Background: an optimization exercise with open tools, aiming at small area. Do not read the settings as production practice.
RTL that was checked went through simulation tests only; none was proved equivalent to the original.
Only the layout flow was run in run 1; the RTL was not checked for function there.
Power figures rest on the tool's default switching activity, not on a simulated workload.

## flow/design.v (module list and top-level ports; edited modules follow where they fit)
// module pulse_merge: 20 lines
// module pcie_tlp_demux: 180 lines
// module pcie_axi_master_rd: 468 lines
// module pcie_axi_master_wr: 316 lines
// module pcie_axi_master: 229 lines
module pcie_axi_master #
(
    parameter TLP_DATA_WIDTH = 64,
    parameter TLP_STRB_WIDTH = TLP_DATA_WIDTH/32,
    parameter TLP_HDR_WIDTH = 128,
    parameter TLP_SEG_COUNT = 1,
    parameter AXI_DATA_WIDTH = TLP_DATA_WIDTH,
    parameter AXI_ADDR_WIDTH = 64,
    parameter AXI_STRB_WIDTH = (AXI_DATA_WIDTH/8),
    parameter AXI_ID_WIDTH = 8,
    parameter AXI_MAX_BURST_LEN = 256,
    parameter TLP_FORCE_64_BIT_ADDR = 0
)
(
    input  wire                                    clk,
    input  wire                                    rst,
    input  wire [TLP_DATA_WIDTH-1:0]               rx_req_tlp_data,
    input  wire [TLP_SEG_COUNT*TLP_HDR_WIDTH-1:0]  rx_req_tlp_hdr,
    input  wire [TLP_SEG_COUNT-1:0]                rx_req_tlp_valid,
    input  wire [TLP_SEG_COUNT-1:0]                rx_req_tlp_sop,
    input  wire [TLP_SEG_COUNT-1:0]                rx_req_tlp_eop,
    output wire                                    rx_req_tlp_ready,
    output wire [TLP_DATA_WIDTH-1:0]               tx_cpl_tlp_data,
    output wire [TLP_STRB_WIDTH-1:0]               tx_cpl_tlp_strb,
    output wire [TLP_SEG_COUNT*TLP_HDR_WIDTH-1:0]  tx_cpl_tlp_hdr,
    output wire [TLP_SEG_COUNT-1:0]                tx_cpl_tlp_valid,
    output wire [TLP_SEG_COUNT-1:0]                tx_cpl_tlp_sop,
    output wire [TLP_SEG_COUNT-1:0]                tx_cpl_tlp_eop,
    input  wire                                    tx_cpl_tlp_ready,
    output wire [AXI_ID_WIDTH-1:0]                 m_axi_awid,
    output wire [AXI_ADDR_WIDTH-1:0]               m_axi_awaddr,
    output wire [7:0]                              m_axi_awlen,
    output wire [2:0]                              m_axi_awsize,
    output wire [1:0]                              m_axi_awburst,
    output wire                                    m_axi_awlock,
    output wire [3:0]                              m_axi_awcache,
    output wire [2:0]                              m_axi_awprot,
    output wire                                    m_axi_awvalid,
    input  wire                                    m_axi_awready,
    output wire [AXI_DATA_WIDTH-1:0]               m_axi_wdata,
    output wire [AXI_STRB_WIDTH-1:0]               m_axi_wstrb,
    output wire                                    m_axi_wlast,
    output wire                                    m_axi_wvalid,
    input  wire                                    m_axi_wready,
    input  wire [AXI_ID_WIDTH-1:0]                 m_axi_bid,
    input  wire [1:0]                              m_axi_bresp,
    input  wire                                    m_axi_bvalid,
    output wire                                    m_axi_bready,
    output wire [AXI_ID_WIDTH-1:0]                 m_axi_arid,
    output wire [AXI_ADDR_WIDTH-1:0]               m_axi_araddr,
    output wire [7:0]                              m_axi_arlen,
    output wire [2:0]                              m_axi_arsize,
    output wire [1:0]                              m_axi_arburst,
  // ...
==> flow/flow/run.sh <==
#!/bin/bash
set -e
cp standard.sh standard_sh.txt
export CTS_ARGS="-sink_clustering_enable -repair_clock_nets -dont_use_dummy_load"
export BUFFER_PORTS_ARGS="-buffer_cell sky130_fd_sc_hd__buf_1"
bash standard.sh > standard.log 2>&1
==> flow/standard.sh <==
#!/bin/bash
# synth_recipe.tcl (not shown) runs the flow's synth.tcl, then flattens the netlist and writes it again
# the make line also repeats each setting of config.mk as NAME=value (left out here)
make -C /OpenROAD-flow-scripts/flow DESIGN_CONFIG=/design/flow/config.mk WORK_HOME=/design/flow/orfs CLKGATE_MAP_FILE= SYNTH_SCRIPT=/design/flow/synth_recipe.tcl "${@:-finish}"
==> flow/config.mk <==
export PLATFORM = sky130hd
export DESIGN_NAME = pcie_axi_master
export DESIGN_NICKNAME = pcie_axi_master
export VERILOG_FILES = /design/flow/design.v
export SDC_FILE = /design/flow/constraint.sdc
export NUM_CORES = 4
export LEC_CHECK = 0
export CAP_MARGIN = 20
export CORE_MARGIN = 2
export CORE_UTILIZATION = 40
export SLEW_MARGIN = 20
==> flow/constraint.sdc <==
create_clock -name core_clock -period 8.0 [get_ports {clk}]
set_input_delay 1.6000 -clock core_clock [delete_from_list [all_inputs] [get_ports {clk}]]
set_output_delay 1.6000 -clock core_clock [all_outputs]
set_load 0.01 [all_outputs]
==> impl_metrics.ini, run 1 <==
[outcome]
status = no timing/DRC/antenna violations

[floorplan]
rows = 177

[clock_tree]
cts_sinks = 2399
postCtsResizedCells = 0
tritoncts = built
ctsHtreeMaxLevel = 4

[final_layout]
nNonClkBuffers = 708
n_fill_cell = 19900
design.seq.count = 2399
multiInputGateArea_mm2 = 0.0198
drive_gt1_share_pct = 11.3
regArea_mm2 = 0.0716

[global_routing]
grt_use_met1_pct = 28.5
grt_overflow = 0

[timing]
final-hold-violation-count = 0
period_share_pct = 72.7
final-setup-viol-count = 0

[setup_path]
arrival_ns = 6.28
cp_common_cell = a21oi_1
r2r_setup_slack_ns = 2.18
worstSetupStartpoint = pcie_tlp_demux_inst.out_tlp_hdr_reg[101]
crit_cells = 14

[yosys]
syn-cell-area_mm2 = 0.0930
ys_types = 84
synth_top_area_share_pct = 76.1
synth.avg_cell_area_um2 = 17.0
synth_compound_area_share_pct = 8.56

[routing]
met2_length_mm = 127
wl_met3_mm = 22.8
detail_route.wl_per_cell_um = 28.4
drt-total-wl_mm = 260
postRouteAntennaNets = 0

[hold_path]
hold_path.class = reg -> reg

[placed_design]
place_ws_ns = 1.52

[power]
totalPowerFinal_mw = 29.0
switching_share_pct = 26.1
maxPowerGroup = sequential cells
pg_comb_mw = 4.24
powerSeq_mw = 15.3
==> module pcie_axi_master_rd, before the edit <==
module pcie_axi_master_rd #
(
    parameter TLP_DATA_WIDTH = 64,
    parameter TLP_STRB_WIDTH = TLP_DATA_WIDTH/32,
    parameter TLP_HDR_WIDTH = 128,
    parameter TLP_SEG_COUNT = 1,
    parameter AXI_DATA_WIDTH = TLP_DATA_WIDTH,
    parameter AXI_ADDR_WIDTH = 64,
    parameter AXI_STRB_WIDTH = (AXI_DATA_WIDTH/8),
    parameter AXI_ID_WIDTH = 8,
    parameter AXI_MAX_BURST_LEN = 256,
    parameter TLP_FORCE_64_BIT_ADDR = 0
)
(
    input  wire                                    clk,
    input  wire                                    rst,
    input  wire [TLP_SEG_COUNT*TLP_HDR_WIDTH-1:0]  rx_req_tlp_hdr,
    input  wire [TLP_SEG_COUNT-1:0]                rx_req_tlp_valid,
    input  wire [TLP_SEG_COUNT-1:0]                rx_req_tlp_sop,
    input  wire [TLP_SEG_COUNT-1:0]                rx_req_tlp_eop,
    output wire                                    rx_req_tlp_ready,
    output wire [TLP_DATA_WIDTH-1:0]               tx_cpl_tlp_data,
    output wire [TLP_STRB_WIDTH-1:0]               tx_cpl_tlp_strb,
    output wire [TLP_SEG_COUNT*TLP_HDR_WIDTH-1:0]  tx_cpl_tlp_hdr,
    output wire [TLP_SEG_COUNT-1:0]                tx_cpl_tlp_valid,
    output wire [TLP_SEG_COUNT-1:0]                tx_cpl_tlp_sop,
    output wire [TLP_SEG_COUNT-1:0]                tx_cpl_tlp_eop,
    input  wire                                    tx_cpl_tlp_ready,
    output wire [AXI_ID_WIDTH-1:0]                 m_axi_arid,
    output wire [AXI_ADDR_WIDTH-1:0]               m_axi_araddr,
    output wire [7:0]                              m_axi_arlen,
    output wire [2:0]                              m_axi_arsize,
    output wire [1:0]                              m_axi_arburst,
    output wire                                    m_axi_arlock,
    output wire [3:0]                              m_axi_arcache,
    output wire [2:0]                              m_axi_arprot,
    output wire                                    m_axi_arvalid,
    input  wire                                    m_axi_arready,
    input  wire [AXI_ID_WIDTH-1:0]                 m_axi_rid,
    input  wire [AXI_DATA_WIDTH-1:0]               m_axi_rdata,
    input  wire [1:0]                              m_axi_rresp,
    input  wire                                    m_axi_rlast,
    input  wire                                    m_axi_rvalid,
    output wire                                    m_axi_rready,
    input  wire [15:0]                             completer_id,
    input  wire [2:0]                              max_payload_size,
    output wire                                    status_error_cor,
    output wire                                    status_error_uncor
);
localparam [1:0]
    AXI_STATE_IDLE = 2'd0,
    AXI_STATE_START = 2'd1;
reg [1:0] axi_state_reg, axi_state_next;
localparam [1:0]
    TLP_STATE_IDLE = 2'd0,
    TLP_STATE_HEADER = 2'd1,
    TLP_STATE_TRANSFER = 2'd2;
reg [1:0] tlp_state_reg, tlp_state_next;
reg transfer_in_save;
reg tlp_cmd_ready;
reg [63:0] m_axi_araddr_reg, m_axi_araddr_next;
reg first_reg, first_next;
reg [12:0] op_count_reg, op_count_next;
reg [10:0] op_dword_count_reg, op_dword_count_next;
reg [6:0] tlp_lower_addr_reg, tlp_lower_addr_next;
reg [11:0] tlp_len_reg, tlp_len_next;
reg offset_reg, offset_next;
reg [9:0] dword_count_reg, dword_count_next;
reg bubble_cycle_reg, bubble_cycle_next;
wire last_cycle_reg = dword_count_reg <= 2;
wire input_active_reg = !(offset_reg && !bubble_cycle_reg && dword_count_reg == 1);
reg [15:0] requester_id_reg, requester_id_next;
reg [9:0] tag_reg, tag_next;
reg [2:0] tc_reg, tc_next;
reg [2:0] attr_reg, attr_next;
reg [6:0] tlp_cmd_lower_addr_reg, tlp_cmd_lower_addr_next;
reg [11:0] tlp_cmd_byte_len_reg, tlp_cmd_byte_len_next;
reg [9:0] tlp_cmd_dword_len_reg, tlp_cmd_dword_len_next;
reg tlp_cmd_bubble_cycle_reg, tlp_cmd_bubble_cycle_next;
reg [15:0] tlp_cmd_requester_id_reg, tlp_cmd_requester_id_next;
reg [9:0] tlp_cmd_tag_reg, tlp_cmd_tag_next;
reg [2:0] tlp_cmd_tc_reg, tlp_cmd_tc_next;
reg [2:0] tlp_cmd_attr_reg, tlp_cmd_attr_next;
reg tlp_cmd_valid_reg, tlp_cmd_valid_next;
reg rx_req_tlp_ready_reg, rx_req_tlp_ready_next;
reg [7:0] m_axi_arlen_reg, m_axi_arlen_next;
reg m_axi_arvalid_reg, m_axi_arvalid_next;
reg m_axi_rready_reg, m_axi_rready_next;
reg [63:0] save_axi_rdata_reg;
wire [63:0] shift_axi_rdata = offset_reg ? {m_axi_rdata[31:0], save_axi_rdata_reg[63:32]} : m_axi_rdata;
wire [10:0] max_payload_size_dw = 11'd32 << (max_payload_size > 4 ? 3'd4 : max_payload_size);
wire        hdr_fmt0 = rx_req_tlp_hdr[125];
wire [9:0]  hdr_tag = {rx_req_tlp_hdr[119], rx_req_tlp_hdr[115], rx_req_tlp_hdr[79:72]};
wire [2:0]  hdr_tc = rx_req_tlp_hdr[118:116];
wire [2:0]  hdr_attr = {rx_req_tlp_hdr[114], rx_req_tlp_hdr[109:108]};
wire [10:0] hdr_length = {rx_req_tlp_hdr[105:96] == 0, rx_req_tlp_hdr[105:96]};
wire [15:0] hdr_requester_id = rx_req_tlp_hdr[95:80];
wire [3:0]  hdr_last_be = rx_req_tlp_hdr[71:68];
wire [3:0]  hdr_first_be = rx_req_tlp_hdr[67:64];
wire [63:2] hdr_addr = hdr_fmt0 ? rx_req_tlp_hdr[63:2] : {32'd0, rx_req_tlp_hdr[63:34]};
reg [1:0] first_be_offset;
reg [1:0] last_be_offset;
reg [2:0] single_dword_len;
reg [63:0] cur_addr;
reg [10:0] tlp_dword_count;
reg tlp_cmd_last;
reg [31:0] tmp;
reg  [63:0]  tx_cpl_tlp_data_int;
reg  [1:0]   tx_cpl_tlp_strb_int;
reg  [9:0]   tx_cpl_tlp_length_int;
reg          tx_cpl_tlp_valid_int;
reg          tx_cpl_tlp_sop_int;
reg          tx_cpl_tlp_eop_int;
reg          tx_cpl_tlp_ready_int_reg;
wire         tx_cpl_tlp_ready_int_early;
assign rx_req_tlp_ready = rx_req_tlp_ready_reg;
assign m_axi_arid = {AXI_ID_WIDTH{1'b0}};
assign m_axi_araddr = m_axi_araddr_reg;
assign m_axi_arlen = m_axi_arlen_reg;
assign m_axi_arsize = 3'd3;
assign m_axi_arburst = 2'b01;
assign m_axi_arlock = 1'b0;
assign m_axi_arcache = 4'b0011;
assign m_axi_arprot = 3'b010;
assign m_axi_arvalid = m_axi_arvalid_reg;
assign m_axi_rready = m_axi_rready_reg;
assign status_error_cor = 1'b0;
assign status_error_uncor = 1'b0;
always @* begin
    casez (hdr_first_be)
        4'b0000: single_dword_len = 3'd1;
        4'b0001: single_dword_len = 3'd1;
        4'b0010: single_dword_len = 3'd1;
        4'b0100: single_dword_len = 3'd1;
        4'b1000: single_dword_len = 3'd1;
        4'b0011: single_dword_len = 3'd2;
        4'b0110: single_dword_len = 3'd2;
        4'b1100: single_dword_len = 3'd2;
        4'b01z1: single_dword_len = 3'd3;
        4'b1z10: single_dword_len = 3'd3;
        4'b1zz1: single_dword_len = 3'd4;
        default: single_dword_len = 3'd1;
    endcase
    casez (hdr_first_be)
        4'b0000: first_be_offset = 2'b00;
        4'bzzz1: first_be_offset = 2'b00;
        4'bzz10: first_be_offset = 2'b01;
        4'bz100: first_be_offset = 2'b10;
        4'b1000: first_be_offset = 2'b11;
        default: first_be_offset = 2'b00;
    endcase
    casez (hdr_last_be)
        4'b0000: last_be_offset = 2'b00;
        4'b1zzz: last_be_offset = 2'b00;
        4'b01zz: last_be_offset = 2'b01;
        4'b001z: last_be_offset = 2'b10;
        4'b0001: last_be_offset = 2'b11;
        default: last_be_offset = 2'b00;
    endcase
end
always @* begin
    axi_state_next = AXI_STATE_IDLE;
    rx_req_tlp_ready_next = 1'b0;
    m_axi_araddr_next = m_axi_araddr_reg;
    first_next = first_reg;
    m_axi_arlen_next = m_axi_arlen_reg;
    m_axi_arvalid_next = m_axi_arvalid_reg && !m_axi_arready;
    op_count_next = op_count_reg;
    op_dword_count_next = op_dword_count_reg;
    tlp_cmd_lower_addr_next = tlp_cmd_lower_addr_reg;
    tlp_cmd_byte_len_next = tlp_cmd_byte_len_reg;
    tlp_cmd_dword_len_next = tlp_cmd_dword_len_reg;
    tlp_cmd_bubble_cycle_next = tlp_cmd_bubble_cycle_reg;
    tlp_cmd_requester_id_next = tlp_cmd_requester_id_reg;
    tlp_cmd_tag_next = tlp_cmd_tag_reg;
    tlp_cmd_tc_next = tlp_cmd_tc_reg;
    tlp_cmd_attr_next = tlp_cmd_attr_reg;
    tlp_cmd_valid_next = tlp_cmd_valid_reg && !tlp_cmd_ready;
    if (first_reg) begin
        cur_addr = m_axi_araddr_reg;
    end else begin
        cur_addr = {m_axi_araddr_reg[63:12], m_axi_araddr_reg[11:7] + max_payload_size_dw[9:5], 7'd0};
    end
    tlp_dword_count = 11'd0;
    tlp_cmd_last = 1'b0;
    tmp = 32'd0;
    case (axi_state_reg)
        AXI_STATE_IDLE: begin
            rx_req_tlp_ready_next = (!m_axi_arvalid_reg || m_axi_arready) && !tlp_cmd_valid_reg;
            if (rx_req_tlp_ready && rx_req_tlp_valid && rx_req_tlp_sop) begin
                m_axi_araddr_next = {hdr_addr[63:2], first_be_offset};
                first_next = 1'b1;
                op_dword_count_next = hdr_length;
                if (hdr_length == 1) begin
                    op_count_next = single_dword_len;
                end else begin
                    op_count_next = (hdr_length << 2) - first_be_offset - last_be_offset;
                end
                tlp_cmd_requester_id_next = hdr_requester_id;
                tlp_cmd_tag_next = hdr_tag;
                tlp_cmd_tc_next = hdr_tc;
                tlp_cmd_attr_next = hdr_attr;
                rx_req_tlp_ready_next = 1'b0;
                axi_state_next = AXI_STATE_START;
            end
        end
        AXI_STATE_START: begin
            if (!tlp_cmd_valid_reg && !m_axi_arvalid_reg) begin
                if (op_dword_count_reg <= max_payload_size_dw) begin
                    tlp_dword_count = op_dword_count_reg;
                    tlp_cmd_last = 1'b1;
                end else begin
                    tlp_dword_count = max_payload_size_dw - cur_addr[6:2];
                    tlp_cmd_last = 1'b0;
                end
                op_count_next = op_count_reg - (tlp_dword_count << 2) + cur_addr[1:0];
                op_dword_count_next = op_dword_count_reg - tlp_dword_count;
                tlp_cmd_lower_addr_next = cur_addr[6:0];
                tlp_cmd_byte_len_next = op_count_reg[11:0];
                tlp_cmd_dword_len_next = tlp_dword_count[9:0];
                tlp_cmd_bubble_cycle_next = cur_addr[2];
                tlp_cmd_valid_next = 1'b1;
                m_axi_araddr_next = cur_addr;
                first_next = 1'b0;
                tmp = (tlp_dword_count + cur_addr[2] - 1) >> 1;
                m_axi_arlen_next = tmp[7:0];
                m_axi_arvalid_next = 1'b1;
                if (!tlp_cmd_last) begin
                    axi_state_next = AXI_STATE_START;
                end else begin
                    axi_state_next = AXI_STATE_IDLE;
                end
            end else begin
                axi_state_next = AXI_STATE_START;
            end
        end
        default: begin
            axi_state_next = AXI_STATE_IDLE;
        end
    endcase
end
always @* begin
    tlp_state_next = TLP_STATE_IDLE;
    transfer_in_save = 1'b0;
    tlp_cmd_ready = 1'b0;
    m_axi_rready_next = 1'b0;
    tlp_lower_addr_next = tlp_lower_addr_reg;
    tlp_len_next = tlp_len_reg;
    dword_count_next = dword_count_reg;
    offset_next = offset_reg;
    bubble_cycle_next = bubble_cycle_reg;
    requester_id_next = requester_id_reg;
    tag_next = tag_reg;
    tc_next = tc_reg;
    attr_next = attr_reg;
    tx_cpl_tlp_data_int = shift_axi_rdata;
    tx_cpl_tlp_strb_int = 2'b00;
    tx_cpl_tlp_valid_int = 1'b0;
    tx_cpl_tlp_sop_int = 1'b0;
    tx_cpl_tlp_eop_int = 1'b0;
    case (tlp_state_reg)
        TLP_STATE_IDLE: begin
            m_axi_rready_next = 1'b0;
            tlp_lower_addr_next = tlp_cmd_lower_addr_reg;
            tlp_len_next = tlp_cmd_byte_len_reg;
            dword_count_next = tlp_cmd_dword_len_reg;
            offset_next = tlp_cmd_bubble_cycle_reg;
            bubble_cycle_next = tlp_cmd_bubble_cycle_reg;
            requester_id_next = tlp_cmd_requester_id_reg;
            tag_next = tlp_cmd_tag_reg;
            tc_next = tlp_cmd_tc_reg;
            attr_next = tlp_cmd_attr_reg;
            if (tlp_cmd_valid_reg) begin
                tlp_cmd_ready = 1'b1;
                m_axi_rready_next = tx_cpl_tlp_ready_int_early;
                tlp_state_next = TLP_STATE_HEADER;
            end else begin
                tlp_state_next = TLP_STATE_IDLE;
            end
        end
        TLP_STATE_HEADER, TLP_STATE_TRANSFER: begin
            m_axi_rready_next = tx_cpl_tlp_ready_int_early && input_active_reg;
            if (tx_cpl_tlp_ready_int_reg && ((m_axi_rready && m_axi_rvalid) || !input_active_reg)) begin
                transfer_in_save = tlp_state_reg == TLP_STATE_TRANSFER || (m_axi_rready && m_axi_rvalid);
                if (tlp_state_reg == TLP_STATE_HEADER && bubble_cycle_reg) begin
                    bubble_cycle_next = 1'b0;
                    m_axi_rready_next = tx_cpl_tlp_ready_int_early && dword_count_reg != 1;
                    tlp_state_next = TLP_STATE_HEADER;
                end else begin
                    dword_count_next = dword_count_reg - 2;
                    tx_cpl_tlp_data_int = shift_axi_rdata;
                    if (dword_count_reg >= 2) begin
                        tx_cpl_tlp_strb_int = 2'b11;
                    end else begin
                        tx_cpl_tlp_strb_int = 2'b11 >> (2 - dword_count_reg);
                    end
                    tx_cpl_tlp_valid_int = 1'b1;
                    tx_cpl_tlp_sop_int = tlp_state_reg == TLP_STATE_HEADER;
                    tx_cpl_tlp_eop_int = 1'b0;
                    if (last_cycle_reg) begin
                        tx_cpl_tlp_eop_int = 1'b1;
                        tlp_lower_addr_next = tlp_cmd_lower_addr_reg;
                        tlp_len_next = tlp_cmd_byte_len_reg;
                        dword_count_next = tlp_cmd_dword_len_reg;
                        offset_next = tlp_cmd_bubble_cycle_reg;
                        bubble_cycle_next = tlp_cmd_bubble_cycle_reg;
                        requester_id_next = tlp_cmd_requester_id_reg;
                        tag_next = tlp_cmd_tag_reg;
                        tc_next = tlp_cmd_tc_reg;
                        attr_next = tlp_cmd_attr_reg;
                        if (tlp_cmd_valid_reg) begin
                            tlp_cmd_ready = 1'b1;
                            m_axi_rready_next = tx_cpl_tlp_ready_int_early;
                            tlp_state_next = TLP_STATE_HEADER;
                        end else begin
                            m_axi_rready_next = 1'b0;
                            tlp_state_next = TLP_STATE_IDLE;
                        end
                    end else begin
                        m_axi_rready_next = tx_cpl_tlp_ready_int_early && !(offset_reg && dword_count_next == 1);
                        tlp_state_next = TLP_STATE_TRANSFER;
                    end
                end
            end else begin
                tlp_state_next = tlp_state_reg;
            end
        end
        default: begin
            tlp_state_next = TLP_STATE_IDLE;
        end
    endcase
    tx_cpl_tlp_length_int = dword_count_reg;
end
always @(posedge clk) begin
    axi_state_reg <= axi_state_next;
    tlp_state_reg <= tlp_state_next;
    m_axi_araddr_reg <= m_axi_araddr_next;
    first_reg <= first_next;
    op_count_reg <= op_count_next;
    op_dword_count_reg <= op_dword_count_next;
    tlp_lower_addr_reg <= tlp_lower_addr_next;
    tlp_len_reg <= tlp_len_next;
    dword_count_reg <= dword_count_next;
    offset_reg <= offset_next;
    bubble_cycle_reg <= bubble_cycle_next;
    requester_id_reg <= requester_id_next;
    tag_reg <= tag_next;
    tc_reg <= tc_next;
    attr_reg <= attr_next;
    tlp_cmd_lower_addr_reg <= tlp_cmd_lower_addr_next;
    tlp_cmd_byte_len_reg <= tlp_cmd_byte_len_next;
    tlp_cmd_dword_len_reg <= tlp_cmd_dword_len_next;
    tlp_cmd_bubble_cycle_reg <= tlp_cmd_bubble_cycle_next;
    tlp_cmd_requester_id_reg <= tlp_cmd_requester_id_next;
    tlp_cmd_tag_reg <= tlp_cmd_tag_next;
    tlp_cmd_tc_reg <= tlp_cmd_tc_next;
    tlp_cmd_attr_reg <= tlp_cmd_attr_next;
    tlp_cmd_valid_reg <= tlp_cmd_valid_next;
    rx_req_tlp_ready_reg <= rx_req_tlp_ready_next;
    m_axi_arlen_reg <= m_axi_arlen_next;
    m_axi_arvalid_reg <= m_axi_arvalid_next;
    m_axi_rready_reg <= m_axi_rready_next;
    if (transfer_in_save) begin
        save_axi_rdata_reg <= m_axi_rdata;
    end
    if (rst) begin
        axi_state_reg <= AXI_STATE_IDLE;
        tlp_state_reg <= TLP_STATE_IDLE;
        tlp_cmd_valid_reg <= 1'b0;
        rx_req_tlp_ready_reg <= 1'b0;
        m_axi_arvalid_reg <= 1'b0;
        m_axi_rready_reg <= 1'b0;
    end
end
localparam OW = 1+1+2+10+7+12+16+10+3+3;
reg [63:0]   tx_cpl_tlp_data_reg;
reg [OW-1:0] tx_cpl_tlp_info_reg;
reg          tx_cpl_tlp_valid_reg, tx_cpl_tlp_valid_next;
reg [63:0]   temp_tx_cpl_tlp_data_reg;
reg [OW-1:0] temp_tx_cpl_tlp_info_reg;
reg          temp_tx_cpl_tlp_valid_reg, temp_tx_cpl_tlp_valid_next;
wire [OW-1:0] tx_cpl_tlp_info_int = {tx_cpl_tlp_sop_int, tx_cpl_tlp_eop_int, tx_cpl_tlp_strb_int,
    tx_cpl_tlp_length_int, tlp_lower_addr_reg, tlp_len_reg, requester_id_reg, tag_reg, tc_reg, attr_reg};
reg store_axis_int_to_output;
reg store_axis_int_to_temp;
reg store_axis_temp_to_output;
wire        o_sop, o_eop;
wire [1:0]  o_strb;
wire [9:0]  o_length;
wire [6:0]  o_lower_addr;
wire [11:0] o_byte_count;
wire [15:0] o_requester_id;
wire [9:0]  o_tag;
wire [2:0]  o_tc;
wire [2:0]  o_attr;
assign {o_sop, o_eop, o_strb, o_length, o_lower_addr, o_byte_count, o_requester_id, o_tag, o_tc, o_attr} = tx_cpl_tlp_info_reg;
assign tx_cpl_tlp_data   = tx_cpl_tlp_data_reg;
assign tx_cpl_tlp_strb   = o_strb;
assign tx_cpl_tlp_hdr    = {
    3'b010,              
    5'b01010,            
    o_tag[9],            
    o_tc,                
    o_tag[8],            
    o_attr[2],           
    1'b0,                
    1'b0,                
    1'b0,                
    1'b0,                
    o_attr[1:0],         
    2'b00,               
    o_length,            
    completer_id,        
    3'b000,              
    1'b0,                
    o_byte_count,        
    o_requester_id,      
    o_tag[7:0],          
    1'b0,
    o_lower_addr,        
    32'd0
};
assign tx_cpl_tlp_valid  = tx_cpl_tlp_valid_reg;
assign tx_cpl_tlp_sop    = o_sop;
assign tx_cpl_tlp_eop    = o_eop;
assign tx_cpl_tlp_ready_int_early = tx_cpl_tlp_ready || (!temp_tx_cpl_tlp_valid_reg && !tx_cpl_tlp_valid_reg);
always @* begin
    tx_cpl_tlp_valid_next = tx_cpl_tlp_valid_reg;
    temp_tx_cpl_tlp_valid_next = temp_tx_cpl_tlp_valid_reg;
    store_axis_int_to_output = 1'b0;
    store_axis_int_to_temp = 1'b0;
    store_axis_temp_to_output = 1'b0;
    if (tx_cpl_tlp_ready_int_reg) begin
        if (tx_cpl_tlp_ready || !tx_cpl_tlp_valid_reg) begin
            tx_cpl_tlp_valid_next = tx_cpl_tlp_valid_int;
            store_axis_int_to_output = 1'b1;
        end else begin
            temp_tx_cpl_tlp_valid_next = tx_cpl_tlp_valid_int;
            store_axis_int_to_temp = 1'b1;
        end
    end else if (tx_cpl_tlp_ready) begin
        tx_cpl_tlp_valid_next = temp_tx_cpl_tlp_valid_reg;
        temp_tx_cpl_tlp_valid_next = 1'b0;
        store_axis_temp_to_output = 1'b1;
    end
end
always @(posedge clk) begin
    tx_cpl_tlp_valid_reg <= tx_cpl_tlp_valid_next;
    tx_cpl_tlp_ready_int_reg <= tx_cpl_tlp_ready_int_early;
    temp_tx_cpl_tlp_valid_reg <= temp_tx_cpl_tlp_valid_next;
    if (store_axis_int_to_output) begin
        tx_cpl_tlp_data_reg <= tx_cpl_tlp_data_int;
        tx_cpl_tlp_info_reg <= tx_cpl_tlp_info_int;
    end else if (store_axis_temp_to_output) begin
        tx_cpl_tlp_data_reg <= temp_tx_cpl_tlp_data_reg;
        tx_cpl_tlp_info_reg <= temp_tx_cpl_tlp_info_reg;
    end
    if (store_axis_int_to_temp) begin
        temp_tx_cpl_tlp_data_reg <= tx_cpl_tlp_data_int;
        temp_tx_cpl_tlp_info_reg <= tx_cpl_tlp_info_int;
    end
    if (rst) begin
        tx_cpl_tlp_valid_reg <= 1'b0;
        tx_cpl_tlp_ready_int_reg <= 1'b0;
        temp_tx_cpl_tlp_valid_reg <= 1'b0;
    end
end
endmodule
==> module pcie_axi_master_wr, before the edit <==
module pcie_axi_master_wr #
(
    parameter TLP_DATA_WIDTH = 64,
    parameter TLP_HDR_WIDTH = 128,
    parameter TLP_SEG_COUNT = 1,
    parameter AXI_DATA_WIDTH = TLP_DATA_WIDTH,
    parameter AXI_ADDR_WIDTH = 64,
    parameter AXI_STRB_WIDTH = (AXI_DATA_WIDTH/8),
    parameter AXI_ID_WIDTH = 8,
    parameter AXI_MAX_BURST_LEN = 256,
    parameter TLP_FORCE_64_BIT_ADDR = 0
)
(
    input  wire                                    clk,
    input  wire                                    rst,
    input  wire [TLP_DATA_WIDTH-1:0]               rx_req_tlp_data,
    input  wire [TLP_SEG_COUNT*TLP_HDR_WIDTH-1:0]  rx_req_tlp_hdr,
    input  wire [TLP_SEG_COUNT-1:0]                rx_req_tlp_valid,
    input  wire [TLP_SEG_COUNT-1:0]                rx_req_tlp_sop,
    input  wire [TLP_SEG_COUNT-1:0]                rx_req_tlp_eop,
    output wire                                    rx_req_tlp_ready,
    output wire [AXI_ID_WIDTH-1:0]                 m_axi_awid,
    output wire [AXI_ADDR_WIDTH-1:0]               m_axi_awaddr,
    output wire [7:0]                              m_axi_awlen,
    output wire [2:0]                              m_axi_awsize,
    output wire [1:0]                              m_axi_awburst,
    output wire                                    m_axi_awlock,
    output wire [3:0]                              m_axi_awcache,
    output wire [2:0]                              m_axi_awprot,
    output wire                                    m_axi_awvalid,
    input  wire                                    m_axi_awready,
    output wire [AXI_DATA_WIDTH-1:0]               m_axi_wdata,
    output wire [AXI_STRB_WIDTH-1:0]               m_axi_wstrb,
    output wire                                    m_axi_wlast,
    output wire                                    m_axi_wvalid,
    input  wire                                    m_axi_wready,
    input  wire [AXI_ID_WIDTH-1:0]                 m_axi_bid,
    input  wire [1:0]                              m_axi_bresp,
    input  wire                                    m_axi_bvalid,
    output wire                                    m_axi_bready,
    output wire                                    status_error_uncor
);
localparam FIFO_DEPTH = 20;
localparam [1:0]
    STATE_IDLE = 2'd0,
    STATE_TRANSFER = 2'd1,
    STATE_WAIT_END = 2'd2;
reg [1:0] state_reg, state_next;
reg [10:0] op_dword_count_reg, op_dword_count_next;
reg [7:0] input_cycle_count_reg, input_cycle_count_next;
reg [7:0] output_cycle_count_reg, output_cycle_count_next;
reg input_active_reg, input_active_next;
reg first_cycle_reg, first_cycle_next;
reg last_cycle_reg, last_cycle_next;
reg [3:0] first_be_reg, first_be_next;
reg [3:0] last_be_reg, last_be_next;
reg offset_reg, offset_next;
reg last_cycle_offset_reg, last_cycle_offset_next;
reg rx_req_tlp_ready_reg, rx_req_tlp_ready_next;
reg [63:2] m_axi_awaddr_reg, m_axi_awaddr_next;
reg [7:0] m_axi_awlen_reg, m_axi_awlen_next;
reg m_axi_awvalid_reg, m_axi_awvalid_next;
reg [63:32] save_tlp_data_reg;
reg status_error_uncor_reg, status_error_uncor_next;
reg [10:0] tr_dword_count;
reg [31:0] tmp;
reg  [63:0] m_axi_wdata_int;
reg  [7:0]  m_axi_wstrb_int;
reg         m_axi_wvalid_int;
reg         m_axi_wlast_int;
wire        m_axi_wready_int;
reg         fifo_data_we;
reg         data_offset;
wire        hdr_fmt0 = rx_req_tlp_hdr[125];
wire        hdr_ep = rx_req_tlp_hdr[110];
wire [10:0] hdr_length = {rx_req_tlp_hdr[105:96] == 0, rx_req_tlp_hdr[105:96]};
wire [3:0]  hdr_last_be = rx_req_tlp_hdr[71:68];
wire [3:0]  hdr_first_be = rx_req_tlp_hdr[67:64];
wire [63:2] hdr_addr = hdr_fmt0 ? rx_req_tlp_hdr[63:2] : {32'd0, rx_req_tlp_hdr[63:34]};
wire [63:2] next_addr = {m_axi_awaddr_reg[63:11] + 53'd1, m_axi_awaddr_reg[10:3], 1'b0};
assign rx_req_tlp_ready = rx_req_tlp_ready_reg;
assign m_axi_awid = {AXI_ID_WIDTH{1'b0}};
assign m_axi_awaddr = {m_axi_awaddr_reg, 2'b00};
assign m_axi_awlen = m_axi_awlen_reg;
assign m_axi_awsize = 3'd3;
assign m_axi_awburst = 2'b01;
assign m_axi_awlock = 1'b0;
assign m_axi_awcache = 4'b0011;
assign m_axi_awprot = 3'b010;
assign m_axi_awvalid = m_axi_awvalid_reg;
assign m_axi_bready = 1'b1;
assign status_error_uncor = status_error_uncor_reg;
always @* begin
    state_next = STATE_IDLE;
    op_dword_count_next = op_dword_count_reg;
    input_cycle_count_next = input_cycle_count_reg;
    output_cycle_count_next = output_cycle_count_reg;
    input_active_next = input_active_reg;
    first_cycle_next = first_cycle_reg;
    last_cycle_next = last_cycle_reg;
    first_be_next = first_be_reg;
    last_be_next = last_be_reg;
    offset_next = offset_reg;
    last_cycle_offset_next = last_cycle_offset_reg;
    rx_req_tlp_ready_next = 1'b0;
    m_axi_awaddr_next = m_axi_awaddr_reg;
    m_axi_awlen_next = m_axi_awlen_reg;
    m_axi_awvalid_next = m_axi_awvalid_reg && !m_axi_awready;
    data_offset = offset_reg;
    m_axi_wstrb_int = 8'hff;
    m_axi_wvalid_int = 1'b0;
    m_axi_wlast_int = 1'b0;
    fifo_data_we = 1'b0;
    status_error_uncor_next = 1'b0;
    tr_dword_count = 11'd0;
    tmp = 32'd0;
    case (state_reg)
        STATE_IDLE: begin
            rx_req_tlp_ready_next = (!m_axi_awvalid_reg || m_axi_awready) && m_axi_wready_int;
            if (rx_req_tlp_ready && rx_req_tlp_valid && rx_req_tlp_sop) begin
                op_dword_count_next = hdr_length;
                first_be_next = hdr_first_be;
                last_be_next = hdr_length == 1 ? hdr_first_be : hdr_last_be;
                if (hdr_length <= 11'd512) begin
                    tr_dword_count = hdr_length;
                    tmp = (tr_dword_count + hdr_addr[2] - 1) >> 1;
                end else begin
                    tr_dword_count = 11'd512 - hdr_addr[2];
                    tmp = (tr_dword_count - 1) >> 1;
                end
                m_axi_awlen_next = tmp[7:0];
                m_axi_awaddr_next = hdr_addr;
                offset_next = hdr_addr[2];
                first_cycle_next = 1'b1;
                tmp = (tr_dword_count - 1) >> 1;
                input_cycle_count_next = tmp[7:0];
                output_cycle_count_next = m_axi_awlen_next;
                last_cycle_offset_next = hdr_addr[2] ^ tr_dword_count[0];
                last_cycle_next = m_axi_awlen_next == 0;
                input_active_next = tmp[12:0] != 0;
                op_dword_count_next = hdr_length - tr_dword_count;
                data_offset = hdr_addr[2];
                m_axi_wstrb_int = hdr_addr[2] ? {hdr_first_be, 4'b0000} : {4'b1111, hdr_first_be};
                if (last_cycle_next) begin
                    if (op_dword_count_next == 0) begin
                        if (last_cycle_offset_next) begin
                            m_axi_wstrb_int = m_axi_wstrb_int & {4'b0000, last_be_next};
                        end else begin
                            m_axi_wstrb_int = m_axi_wstrb_int & {last_be_next, 4'b1111};
                        end
                    end
                    m_axi_wlast_int = 1'b1;
                end
                if (!hdr_ep) begin
                    fifo_data_we = 1'b1;
                    m_axi_awvalid_next = 1'b1;
                    rx_req_tlp_ready_next = 1'b0;
                    state_next = STATE_TRANSFER;
                end else begin
                    status_error_uncor_next = 1'b1;
                    if (rx_req_tlp_eop) begin
                        state_next = STATE_IDLE;
                    end else begin
                        rx_req_tlp_ready_next = 1'b1;
                        state_next = STATE_WAIT_END;
                    end
                end
            end
        end
        STATE_TRANSFER: begin
            rx_req_tlp_ready_next = m_axi_wready_int && input_active_reg && !first_cycle_reg;
            if ((rx_req_tlp_ready && rx_req_tlp_valid) || !input_active_reg || first_cycle_reg) begin
                if (first_cycle_reg) begin
                    rx_req_tlp_ready_next = m_axi_wready_int && input_active_reg;
                end
                if (input_active_reg && !first_cycle_reg) begin
                    input_cycle_count_next = input_cycle_count_reg - 1;
                    input_active_next = input_cycle_count_next != 0;
                end
                output_cycle_count_next = output_cycle_count_reg - 1;
                last_cycle_next = output_cycle_count_next == 0;
                if (last_cycle_reg) begin
                    if (op_dword_count_reg == 0) begin
                        if (last_cycle_offset_reg) begin
                            m_axi_wstrb_int = m_axi_wstrb_int & {4'b0000, last_be_reg};
                        end else begin
                            m_axi_wstrb_int = m_axi_wstrb_int & {last_be_reg, 4'b1111};
                        end
                    end
                    m_axi_wlast_int = 1'b1;
                end
                m_axi_wvalid_int = 1'b1;
                fifo_data_we = !first_cycle_reg;
                first_cycle_next = 1'b0;
                if (!last_cycle_reg) begin
                    rx_req_tlp_ready_next = m_axi_wready_int && input_active_next;
                    state_next = STATE_TRANSFER;
                end else if (op_dword_count_reg != 0) begin
                    if (op_dword_count_reg <= 11'd512) begin
                        tr_dword_count = op_dword_count_reg;
                    end else begin
                        tr_dword_count = 11'd512;
                    end
                    tmp = (tr_dword_count - 1) >> 1;
                    m_axi_awlen_next = tmp[7:0];
                    m_axi_awaddr_next = next_addr;
                    tmp = (tr_dword_count - offset_reg - 1) >> 1;
                    input_cycle_count_next = tmp[7:0];
                    output_cycle_count_next = m_axi_awlen_next;
                    last_cycle_offset_next = tr_dword_count[0];
                    last_cycle_next = m_axi_awlen_next == 0;
                    input_active_next = tmp[12:0] != 0;
                    op_dword_count_next = op_dword_count_reg - tr_dword_count;
                    m_axi_awvalid_next = 1'b1;
                    rx_req_tlp_ready_next = m_axi_wready_int && input_active_next;
                    state_next = STATE_TRANSFER;
                end else begin
                    rx_req_tlp_ready_next = (!m_axi_awvalid_reg || m_axi_awready) && m_axi_wready_int;
                    state_next = STATE_IDLE;
                end
            end else begin
                state_next = STATE_TRANSFER;
            end
        end
        STATE_WAIT_END: begin
            rx_req_tlp_ready_next = 1'b1;
            if (rx_req_tlp_ready && rx_req_tlp_valid) begin
                if (rx_req_tlp_eop) begin
                    rx_req_tlp_ready_next = (!m_axi_awvalid_reg || m_axi_awready) && m_axi_wready_int;
                    state_next = STATE_IDLE;
                end else begin
                    state_next = STATE_WAIT_END;
                end
            end else begin
                state_next = STATE_WAIT_END;
            end
        end
        default: begin
            state_next = STATE_IDLE;
        end
    endcase
end
always @(posedge clk) begin
    state_reg <= state_next;
    op_dword_count_reg <= op_dword_count_next;
    input_cycle_count_reg <= input_cycle_count_next;
    output_cycle_count_reg <= output_cycle_count_next;
    input_active_reg <= input_active_next;
    first_cycle_reg <= first_cycle_next;
    last_cycle_reg <= last_cycle_next;
    first_be_reg <= first_be_next;
    last_be_reg <= last_be_next;
    offset_reg <= offset_next;
    last_cycle_offset_reg <= last_cycle_offset_next;
    rx_req_tlp_ready_reg <= rx_req_tlp_ready_next;
    m_axi_awaddr_reg <= m_axi_awaddr_next;
    m_axi_awlen_reg <= m_axi_awlen_next;
    m_axi_awvalid_reg <= m_axi_awvalid_next;
    status_error_uncor_reg <= status_error_uncor_next;
    if (rx_req_tlp_ready && rx_req_tlp_valid) begin
        save_tlp_data_reg <= rx_req_tlp_data[63:32];
    end
    if (rst) begin
        state_reg <= STATE_IDLE;
        rx_req_tlp_ready_reg <= 1'b0;
        m_axi_awvalid_reg <= 1'b0;
        status_error_uncor_reg <= 1'b0;
    end
end
reg [63:0] m_axi_wdata_reg;
reg [7:0]  m_axi_wstrb_reg;
reg        m_axi_wlast_reg;
reg        m_axi_wvalid_reg;
reg [4:0] out_fifo_wr_ptr_reg;
reg [4:0] out_fifo_rd_ptr_reg;
reg [4:0] out_fifo_count_reg;
reg out_fifo_half_full_reg;
reg [72:0] out_fifo_mem [FIFO_DEPTH-1:0];
wire out_fifo_empty = out_fifo_count_reg == 0;
wire out_fifo_rd = !out_fifo_empty && (!m_axi_wvalid_reg || m_axi_wready);
assign m_axi_wready_int = !out_fifo_half_full_reg;
assign m_axi_wdata  = m_axi_wdata_reg;
assign m_axi_wstrb  = m_axi_wstrb_reg;
assign m_axi_wvalid = m_axi_wvalid_reg;
assign m_axi_wlast  = m_axi_wlast_reg;
integer i;
always @* begin
    m_axi_wdata_int = data_offset ? {rx_req_tlp_data[31:0], save_tlp_data_reg[63:32]} : rx_req_tlp_data;
end
always @(posedge clk) begin
    for (i = 0; i < FIFO_DEPTH; i = i + 1) begin
        if (fifo_data_we && out_fifo_wr_ptr_reg == i) begin
            out_fifo_mem[i] <= {m_axi_wlast_int, m_axi_wstrb_int, m_axi_wdata_int};
        end
    end
end
always @(posedge clk) begin
    m_axi_wvalid_reg <= m_axi_wvalid_reg && !m_axi_wready;
    out_fifo_half_full_reg <= out_fifo_count_reg >= 16;
    if (m_axi_wvalid_int) begin
        out_fifo_wr_ptr_reg <= out_fifo_wr_ptr_reg == FIFO_DEPTH-1 ? 5'd0 : out_fifo_wr_ptr_reg + 5'd1;
    end
    out_fifo_count_reg <= out_fifo_count_reg + m_axi_wvalid_int - out_fifo_rd;
    if (out_fifo_rd) begin
        {m_axi_wlast_reg, m_axi_wstrb_reg, m_axi_wdata_reg} <= out_fifo_mem[out_fifo_rd_ptr_reg];
        m_axi_wvalid_reg <= 1'b1;
        out_fifo_rd_ptr_reg <= out_fifo_rd_ptr_reg == FIFO_DEPTH-1 ? 5'd0 : out_fifo_rd_ptr_reg + 5'd1;
    end
    if (rst) begin
        out_fifo_wr_ptr_reg <= 0;
        out_fifo_rd_ptr_reg <= 0;
        out_fifo_count_reg <= 0;
        m_axi_wvalid_reg <= 1'b0;
    end
end
endmodule
==> inputs of run 2 (changes only) <==
--- a/flow/design.v
+++ b/flow/design.v
@@ -582,3 +582,3 @@
 end
-localparam OW = 1+1+2+10+7+12+16+10+3+3;
+localparam OW = 1+10+7+12+16+10+3+3;
 reg [63:0]   tx_cpl_tlp_data_reg;
@@ -589,3 +589,3 @@
 reg          temp_tx_cpl_tlp_valid_reg, temp_tx_cpl_tlp_valid_next;
-wire [OW-1:0] tx_cpl_tlp_info_int = {tx_cpl_tlp_sop_int, tx_cpl_tlp_eop_int, tx_cpl_tlp_strb_int,
+wire [OW-1:0] tx_cpl_tlp_info_int = {tx_cpl_tlp_sop_int,
     tx_cpl_tlp_length_int, tlp_lower_addr_reg, tlp_len_reg, requester_id_reg, tag_reg, tc_reg, attr_reg};
@@ -594,4 +594,3 @@
 reg store_axis_temp_to_output;
-wire        o_sop, o_eop;
-wire [1:0]  o_strb;
+wire        o_sop;
 wire [9:0]  o_length;
@@ -603,5 +602,5 @@
 wire [2:0]  o_attr;
-assign {o_sop, o_eop, o_strb, o_length, o_lower_addr, o_byte_count, o_requester_id, o_tag, o_tc, o_attr} = tx_cpl_tlp_info_reg;
+assign {o_sop, o_length, o_lower_addr, o_byte_count, o_requester_id, o_tag, o_tc, o_attr} = tx_cpl_tlp_info_reg;
 assign tx_cpl_tlp_data   = tx_cpl_tlp_data_reg;
-assign tx_cpl_tlp_strb   = o_strb;
+assign tx_cpl_tlp_strb   = {o_length >= 2, o_length != 0};
 assign tx_cpl_tlp_hdr    = {
@@ -632,3 +631,3 @@
 assign tx_cpl_tlp_sop    = o_sop;
-assign tx_cpl_tlp_eop    = o_eop;
+assign tx_cpl_tlp_eop    = o_length <= 2;
 assign tx_cpl_tlp_ready_int_early = tx_cpl_tlp_ready || (!temp_tx_cpl_tlp_valid_reg && !tx_cpl_tlp_valid_reg);
@@ -949,3 +948,3 @@
 reg [63:0] m_axi_wdata_reg;
-reg [7:0]  m_axi_wstrb_reg;
+reg [5:0]  m_axi_wstrb_reg;
 reg        m_axi_wlast_reg;
@@ -956,3 +955,25 @@
 reg out_fifo_half_full_reg;
-reg [72:0] out_fifo_mem [FIFO_DEPTH-1:0];
+reg [70:0] out_fifo_mem [FIFO_DEPTH-1:0];
+reg [2:0] strb_first, strb_last;
+integer k;
+always @* begin
+    strb_first = 3'd7;
+    strb_last = 3'd0;
+    for (k = 7; k >= 0; k = k - 1) begin
+        if (m_axi_wstrb_int[k]) begin
+            strb_first = k;
+        end
+    end
+    for (k = 0; k < 8; k = k + 1) begin
+        if (m_axi_wstrb_int[k]) begin
+            strb_last = k;
+        end
+    end
+end
+reg [7:0] wstrb_out;
+always @* begin
+    for (k = 0; k < 8; k = k + 1) begin
+        wstrb_out[k] = k >= m_axi_wstrb_reg[5:3] && k <= m_axi_wstrb_reg[2:0];
+    end
+end
 wire out_fifo_empty = out_fifo_count_reg == 0;
@@ -961,3 +982,3 @@
 assign m_axi_wdata  = m_axi_wdata_reg;
-assign m_axi_wstrb  = m_axi_wstrb_reg;
+assign m_axi_wstrb  = wstrb_out;
 assign m_axi_wvalid = m_axi_wvalid_reg;
@@ -971,3 +992,3 @@
         if (fifo_data_we && out_fifo_wr_ptr_reg == i) begin
-            out_fifo_mem[i] <= {m_axi_wlast_int, m_axi_wstrb_int, m_axi_wdata_int};
+            out_fifo_mem[i] <= {m_axi_wlast_int, strb_first, strb_last, m_axi_wdata_int};
         end
==> flow/flow/run.sh (replaced) <==
#!/bin/bash
set -e
export CTS_ARGS="-sink_clustering_enable -repair_clock_nets -dont_use_dummy_load -sink_clustering_size 25 -sink_clustering_max_diameter 100"
export BUFFER_PORTS_ARGS="-buffer_cell sky130_fd_sc_hd__buf_1"
bash standard.sh > standard.log 2>&1
==> impl_metrics.ini, run 2 <==
[setup_path]
r2r_start = pcie_tlp_demux_inst.out_tlp_hdr_reg[101]
ff2ff_path_depth = 19
cp_cell_sequence = nor4_2 > a31oi_1 > a21o_2 > nand2_1 > o21ai_0 > inv_1 > ha_1 > inv_1 > ha_1 > a21o_1 > a41oi_1 > nand2_1 > or3_4 > o31a_1 > or4b_4 > nor3_4 > nand3_1 > a21o_1 > nor3b_2
r2r_setup_slack_ns = 0.96
cp-start-kind = flip-flop
critical-path-top-delay-family = simple AND/OR/NAND/NOR gates
crit_type = reg -> reg
arrival_ns = 7.44
critPathSlowestCell = nor3b_2
crit_cells = 19
slowest_delay_ns = 0.83
critPathBufInv = 2
critPathMaxFanout = 20
cp-endpoint = pcie_axi_master_wr_inst.out_fifo_mem[15][69]
worstSetupStartpoint = pcie_tlp_demux_inst.out_tlp_hdr_reg[101]
crit_required_ns = 8.40
cp-end-kind = flip-flop
r2r-end = pcie_axi_master_wr_inst.out_fifo_mem[15][69]

[yosys]
synth_xor_area_share_pct = 1.42
synthAdderAreaFrac_pct = 1.33
ys_types = 93
yosysTopAreaCell = edfxtp_1
synth-edff-count = 2311
syn-cell-area_mm2 = 0.0918
yosysMostFrequentCell = edfxtp_1
ys_seq_elements = 2351
synth_compound_area_share_pct = 9.49
synthTopCellsByArea = edfxtp_1 76%, mux2_2 3.2%, a22oi_1 1.8%
synth_top_area_share_pct = 75.6
synthCells = 5462
yosysSeqAreaShare_pct = 76.5
synth_top_family_by_area = compound AO/OA/AOI/OAI gates
synth.avg_cell_area_um2 = 16.8
synth.mux.area_fraction_pct = 3.72
yosys_warnings = 9
synth_common_cells = 2,311 x edfxtp_1, 258 x mux2_2, 238 x clkbuf_1
synth_flop_cell = edfxtp_1
synthSimpleGateAreaFrac_pct = 5.00
async_reset_ff_share_pct = 0

[floorplan]
core_mm2 = 0.228
die_w_um = 483
rows = 175
initial_core_util_pct = 40.3
die-area_mm2 = 0.233
io_pins = 771
fp.dieH_um = 483

[clock_tree]
clkLatencyLatePin_ns = 0.81
postCtsResizedCells = 0
ctsHtreeMaxLevel = 3
cts_buffers = 110
clockRootBuffer = clkbuf_16
tritoncts = built
cts_sinks = 2351
postCtsHoldBufs = 0
clkTransAtPathRegs_ns = 0.10
cts_setup_buffers = 0
clockBufferDepth = 3

[routing]
drt_first_pass_iters = 9
drt_iter0_drc = 6089
drc = 0
postRouteAntennaNets = 0
drt-total-wl_mm = 254
via_per_inst = 5.82
detail_route.wl_per_cell_um = 28.2
vias = 52400

[timing]
final-hold-violation-count = 0
fmax_mhz = 142
rsz0062_at_grt = no
final-setup-viol-count = 0
worst_slew_pin_slew_ns = 1.13
fin_skew_ns = 0.114
maxSlewViolCount = 0
relSlewSlack_pct = 24.2
setup-tns-final_ns = 0
period_share_pct = 88.0
whs_ns = 0.376
period_minus_slack_ns = 7.04

[global_routing]
track_usage_pct = 21.0
grt_pass1_vias = 51100
grt_pass1_wl_mm = 363
grt_max_degree = 127
antenna_found_initial = 27
grt_overflow = 0

[final_layout]
layout_common_cells = 2,311 x edfxtp_1, 605 x buf_1, 258 x mux2_2
largest_reg_flops = 1420
fin_nets = 6394
drive_gt1_share_pct = 9.43
n_fill_cell = 20000
synthToLayoutAreaGrowth_pct = 9.39
final_common_cell = edfxtp_1

[placed_design]
dp_hpwl_mm = 145
io_buffers = 606
place.gp.congestion = 0.854

[power]
irDropWorstVdd_uv = 457
power_leakage_nw = 31.9
power_density_mw_per_mm2 = 253

[flow_run]
max_cap_violations = 0

[hold_path]
hold_depth = 0
hold_path.class = reg -> reg

[outcome]
status = no timing/DRC/antenna violations
==> run 2: cell type report <==
type,instances,area (µm²),share of cell area [%]
sequential,2351,70200,69.9
antenna,8,20.0,0.0199
inverter,104,392,0.390
tap,3009,3760,3.75
clock buffer,110,2750,2.74
multi-input combinational,2708,20000,19.9
timing repair buffer,717,3280,3.27
==> run 2: worst min path at each step <==
stage                                                      startpoint                                             to
floorplan                 pcie_axi_master_rd_inst.tlp_cmd_attr_reg[0]            pcie_axi_master_rd_inst.attr_reg[0]
global placement                                            flip-flop   pcie_axi_master_rd_inst.requester_id_reg[10]
detailed placement                                          flip-flop    pcie_axi_master_rd_inst.requester_id_reg[1]
CTS                          pcie_tlp_demux_inst.out_tlp_data_reg[62]  pcie_axi_master_wr_inst.save_tlp_data_reg[62]
global route        pcie_axi_master_rd_inst.tlp_cmd_lower_addr_reg[0]  pcie_axi_master_rd_inst.tlp_lower_addr_reg[0]
finish                       pcie_tlp_demux_inst.out_tlp_data_reg[62]  pcie_axi_master_wr_inst.save_tlp_data_reg[62]
==> run 2: cell families after synthesis <==
group,after synthesis
DFF,2351
xor gates and xnor gates,147
other,2
AOI/OAI and AO/OA,1141
muxes,309
and+or+nand+nor,917
buffers and inverters,500
adders and majority gates,95
==> run 2: where the power goes <==
group	internal, mW	leakage (nW)	switching [mW]
Sequential	14.6	21.9	0.295
Clock	2.45	1.36	3.64
Combinational	1.29	8.64	3.12
==> run 2: metrics by stage <==
step                      cell area [µm²]  power [mW]  instances  setup WS (ns)  util (%)
after global placement              97600        19.6       8887           1.06      42.9
final                              100000        25.4       9007          0.963      44.1
after detailed placement            97600        19.7       8889           1.09      42.9
after floorplan                     92100        17.7       5559          0.383         -
after CTS                          100000        25.6       8999           1.03      44.1
after global routing               100000        26.3       9004          0.408      44.1
==> run 2: routing by layer <==
| layer | vias up | wire length, µm | GRT usage (%) |
|---|---|---|---|
| met5 | - | 143 | 0 |
| met4 | 24 | 5840 | 4.86 |
| met3 | 298 | 19900 | 3.24 |
| met2 | 2336 | 122000 | 34.6 |
| met1 | 27100 | 106000 | 29.3 |
| li1 | 22600 | - | - |

==> separate check: timing with driven ports <==
No port has a modelled driver above. Below, the same layouts with a new extraction and two added sets of constraints.
Step 1 assumes that a clkbuf_16 drives the clock port and a buf_2 every other input.
Step 2 times the ports against the registers' clock, not the clock port: input delays grow and output delays shrink by t, the midpoint of the rising clock arrivals with the driver on.
Three values: ideal ports, drivers, drivers and shift; two values: the first two.
run	t, ns	setup WS [ns]	worst register clock-pin slew, ns	worst data-port slew with drivers (ns)
run 1	0.932	2.183 / 2.183 / 1.493	0.06 / 0.06	0.14
run 2	0.841	0.963 / 0.963 / 0.963	0.10 / 0.10	0.13
After both steps every run listed still meets setup and hold. The setup slack of run 1, which loses most, moves by 0.000 ns with the drivers and by -0.690 ns with both steps.
